Background: an optimization exercise with open tools, aiming at small area, a short achievable clock period and few clock cycles. Do not read the settings as production practice.

==> flow/design.v <==
module cpu(clk, reset, in, out, mem_addr, mem_cmd, halt);
  input clk, reset;
  input [15:0] in;
  output [15:0] out;
  output [8:0] mem_addr;
  output [1:0] mem_cmd;
  output halt;
  reg [15:0] R0, R1, R2, R3, R4, R5, R6, R7;
  reg [12:0] ir;        
  reg        ir_v;      
  reg [8:0]  pce;       
  reg        infl;      
  reg [8:0]  pcf;       
  reg        go;        
  reg        ldwb;      
  reg [2:0]  ld_rd;
  reg        halted;
  reg        fn, fv, fz;
  reg c_mov, c_movi, c_alu, c_ldr, c_str, c_b, c_bl, c_bx, c_hlt;
  reg [2:0] rbs;        
  wire exec = go & ir_v & ~ldwb & ~halted;
  function [15:0] rsel(input [2:0] s, input [15:0] a0, a1, a2, a3, a4, a5, a6, a7);
    case (s)
      3'd0: rsel = a0; 3'd1: rsel = a1; 3'd2: rsel = a2; 3'd3: rsel = a3;
      3'd4: rsel = a4; 3'd5: rsel = a5; 3'd6: rsel = a6; default: rsel = a7;
    endcase
  endfunction
  wire [15:0] ra = rsel(ir[10:8], R0, R1, R2, R3, R4, R5, R6, R7);
  wire [15:0] rb = rsel(rbs, R0, R1, R2, R3, R4, R5, R6, R7);
  reg [15:0] sb;
  always @* begin
    case (ir[4:3])
      2'b00: sb = rb;
      2'b01: sb = {rb[14:0], 1'b0};
      2'b10: sb = {1'b0, rb[15:1]};
      default: sb = {rb[15], rb[15:1]};
    endcase
  end
  function [15:0] ksadd(input [15:0] a, input [15:0] b, input ci);
    reg [15:0] g, p, t;
    integer i, d;
    begin
      g = a & b; p = a ^ b; t = p;
      g[0] = g[0] | (p[0] & ci);
      for (d = 1; d < 16; d = d * 2)
        for (i = 15; i >= d; i = i - 1) begin
          g[i] = g[i] | (p[i] & g[i-d]);
          p[i] = p[i] & p[i-d];
        end
      ksadd = t ^ {g[14:0], ci};
    end
  endfunction
  wire        sub = ir[11];
  wire [15:0] sum = ksadd(ra, sub ? ~sb : sb, sub);
  reg  [15:0] res;
  always @* begin
    if (c_mov) res = sb;
    else case (ir[12:11])
      2'b10: res = ra & sb;
      2'b11: res = ~sb;
      default: res = sum;
    endcase
  end
  wire c_cmp = c_alu & (ir[12:11] == 2'b01);
  wire [8:0] btgt = pce + {ir[7], ir[7:0]};
  reg take;
  always @* begin
    case (ir[10:8])
      3'b000: take = 1'b1;
      3'b001: take = fz;
      3'b010: take = ~fz;
      3'b011: take = fn ^ fv;
      3'b100: take = (fn ^ fv) | fz;
      default: take = 1'b0;
    endcase
  end
  wire redirect = exec & ((c_b & take) | c_bl | c_bx);
  wire [8:0] rtgt = c_bx ? rb[8:0] : btgt;
  wire [8:0] agen  = ra[8:0] + {{4{ir[4]}}, ir[4:0]};
  wire       dmem  = exec & (c_ldr | c_str);
  wire       fetch = go & ~halted & ~dmem & ~(exec & c_hlt);
  wire [8:0] faddr = redirect ? rtgt : pcf;
  assign mem_addr = dmem ? agen : faddr;
  assign mem_cmd  = {fetch | (dmem & c_ldr), dmem & c_str};
  assign out      = rb;
  assign halt     = halted | (exec & c_hlt);
  wire sthit = exec & c_str & infl & (agen == pce);
  reg        we;
  reg [2:0]  wa;
  reg [15:0] wd;
  always @* begin
    we = 1'b0; wa = ir[7:5]; wd = res;
    if (ldwb) begin
      we = go; wa = ld_rd; wd = in;
    end else if (exec) begin
      if (c_movi) begin
        we = 1'b1; wa = ir[10:8]; wd = {{8{ir[7]}}, ir[7:0]};
      end else if (c_bl) begin
        we = 1'b1; wa = 3'b111; wd = {8'b0, pce[7:0]};
      end else if (c_mov | (c_alu & ~c_cmp)) begin
        we = 1'b1;
      end
    end
  end
  always @(posedge clk) begin
    if (we & (wa == 3'd0)) R0 <= wd;
    if (we & (wa == 3'd1)) R1 <= wd;
    if (we & (wa == 3'd2)) R2 <= wd;
    if (we & (wa == 3'd3)) R3 <= wd;
    if (we & (wa == 3'd4)) R4 <= wd;
    if (we & (wa == 3'd5)) R5 <= wd;
    if (we & (wa == 3'd6)) R6 <= wd;
    if (we & (wa == 3'd7)) R7 <= wd;
  end
  wire ir_ld = ~(ir_v & ldwb);
  always @(posedge clk) begin
    if (reset) begin
      go <= 1'b0; ir_v <= 1'b0; infl <= 1'b0; ldwb <= 1'b0; halted <= 1'b0;
      pcf <= 9'd0;
    end else begin
      go <= 1'b1;
      if (go) begin
        infl <= fetch;
        if (fetch) pcf <= faddr + 9'd1;
        else if (sthit) pcf <= pce;
        if (ir_ld) ir_v <= infl & ~redirect & ~sthit;
        ldwb <= exec & c_ldr;
        if (exec & c_hlt) halted <= 1'b1;
      end
    end
  end
  always @(posedge clk) begin
    if (ir_ld) begin
      ir    <= in[12:0];
      pce   <= pcf;
      c_mov <= in[15:13] == 3'b110;
      c_movi <= (in[15:13] == 3'b110) & in[12];
      c_alu <= in[15:13] == 3'b101;
      c_ldr <= in[15:13] == 3'b011;
      c_str <= in[15:13] == 3'b100;
      c_b   <= in[15:13] == 3'b001;
      c_bl  <= (in[15:13] == 3'b010) & in[12];
      c_bx  <= (in[15:13] == 3'b010) & ~in[12];
      c_hlt <= in[15:13] == 3'b111;
      rbs   <= (in[15:13] == 3'b100 || in[15:13] == 3'b010) ? in[7:5] : in[2:0];
    end
    if (exec & c_ldr) ld_rd <= ir[7:5];
    if (exec & c_cmp) begin
      fn <= sum[15];
      fz <= (ra == sb);
      fv <= (ra[15] ^ sb[15]) & (sum[15] ^ ra[15]);
    end
  end
endmodule
==> flow/config.mk <==
export PLATFORM = sky130hd
export DESIGN_NAME = cpu
export DESIGN_NICKNAME = cpu
export VERILOG_FILES = /design/flow/design.v
export SDC_FILE = /design/flow/constraint.sdc
export NUM_CORES = 4
export LEC_CHECK = 0
export CAP_MARGIN = 20
export CORE_MARGIN = 2
export CORE_UTILIZATION = 40
export SLEW_MARGIN = 20
==> flow/constraint.sdc <==
create_clock -name core_clock -period 10.0 [get_ports {clk}]
set_input_delay 2.0000 -clock core_clock [delete_from_list [all_inputs] [get_ports {clk}]]
set_output_delay 2.0000 -clock core_clock [all_outputs]
set_load 0.01 [all_outputs]
run.sh (not shown) runs the stock make flow with config.mk's settings and CLKGATE_MAP_FILE= SYNTH_SCRIPT=/design/flow/synth_recipe.tcl, a recipe that flattens the netlist after the stock synthesis.
Rerun with:
--- a/flow/config.mk
+++ b/flow/config.mk
@@ -10,0 +11 @@
+export SETUP_SLACK_MARGIN = 5
=> The changed run completed without violations. Fmax rises by about 27%. Worst setup slack is better by 1.5 ns. Global-route usage goes up by 1.4 points. Clock-buffer cell count does not change. Routed wire length came out higher by 6.4%.
No run of this note included a check of the RTL's function; only the layout flow was run.

## static timing again, ports no longer ideal
No port has a modelled driver above. Below, the same layouts with a new extraction and two added sets of constraints.
Step 1 assumes that a clkbuf_16 drives the clock port and a buf_2 every other input.
Step 2 adds t to the input delays and takes it off the output delays; t is the mean of the earliest and latest rising clock arrival at the registers after step 1. Input paths then give back, and output paths get back, about the clock's delay inside the block.
a / b / c = no drivers / after step 1 / after step 2; a / b = the first two.
run	t (ns)	slack for setup (ns)	worst slew at a driven data input, ns
the first run	0.491	2.801 / 2.750 / 3.241	0.04
the second run	0.496	4.320 / 4.268 / 4.764	0.04
After both steps setup and hold are still met in every run listed.
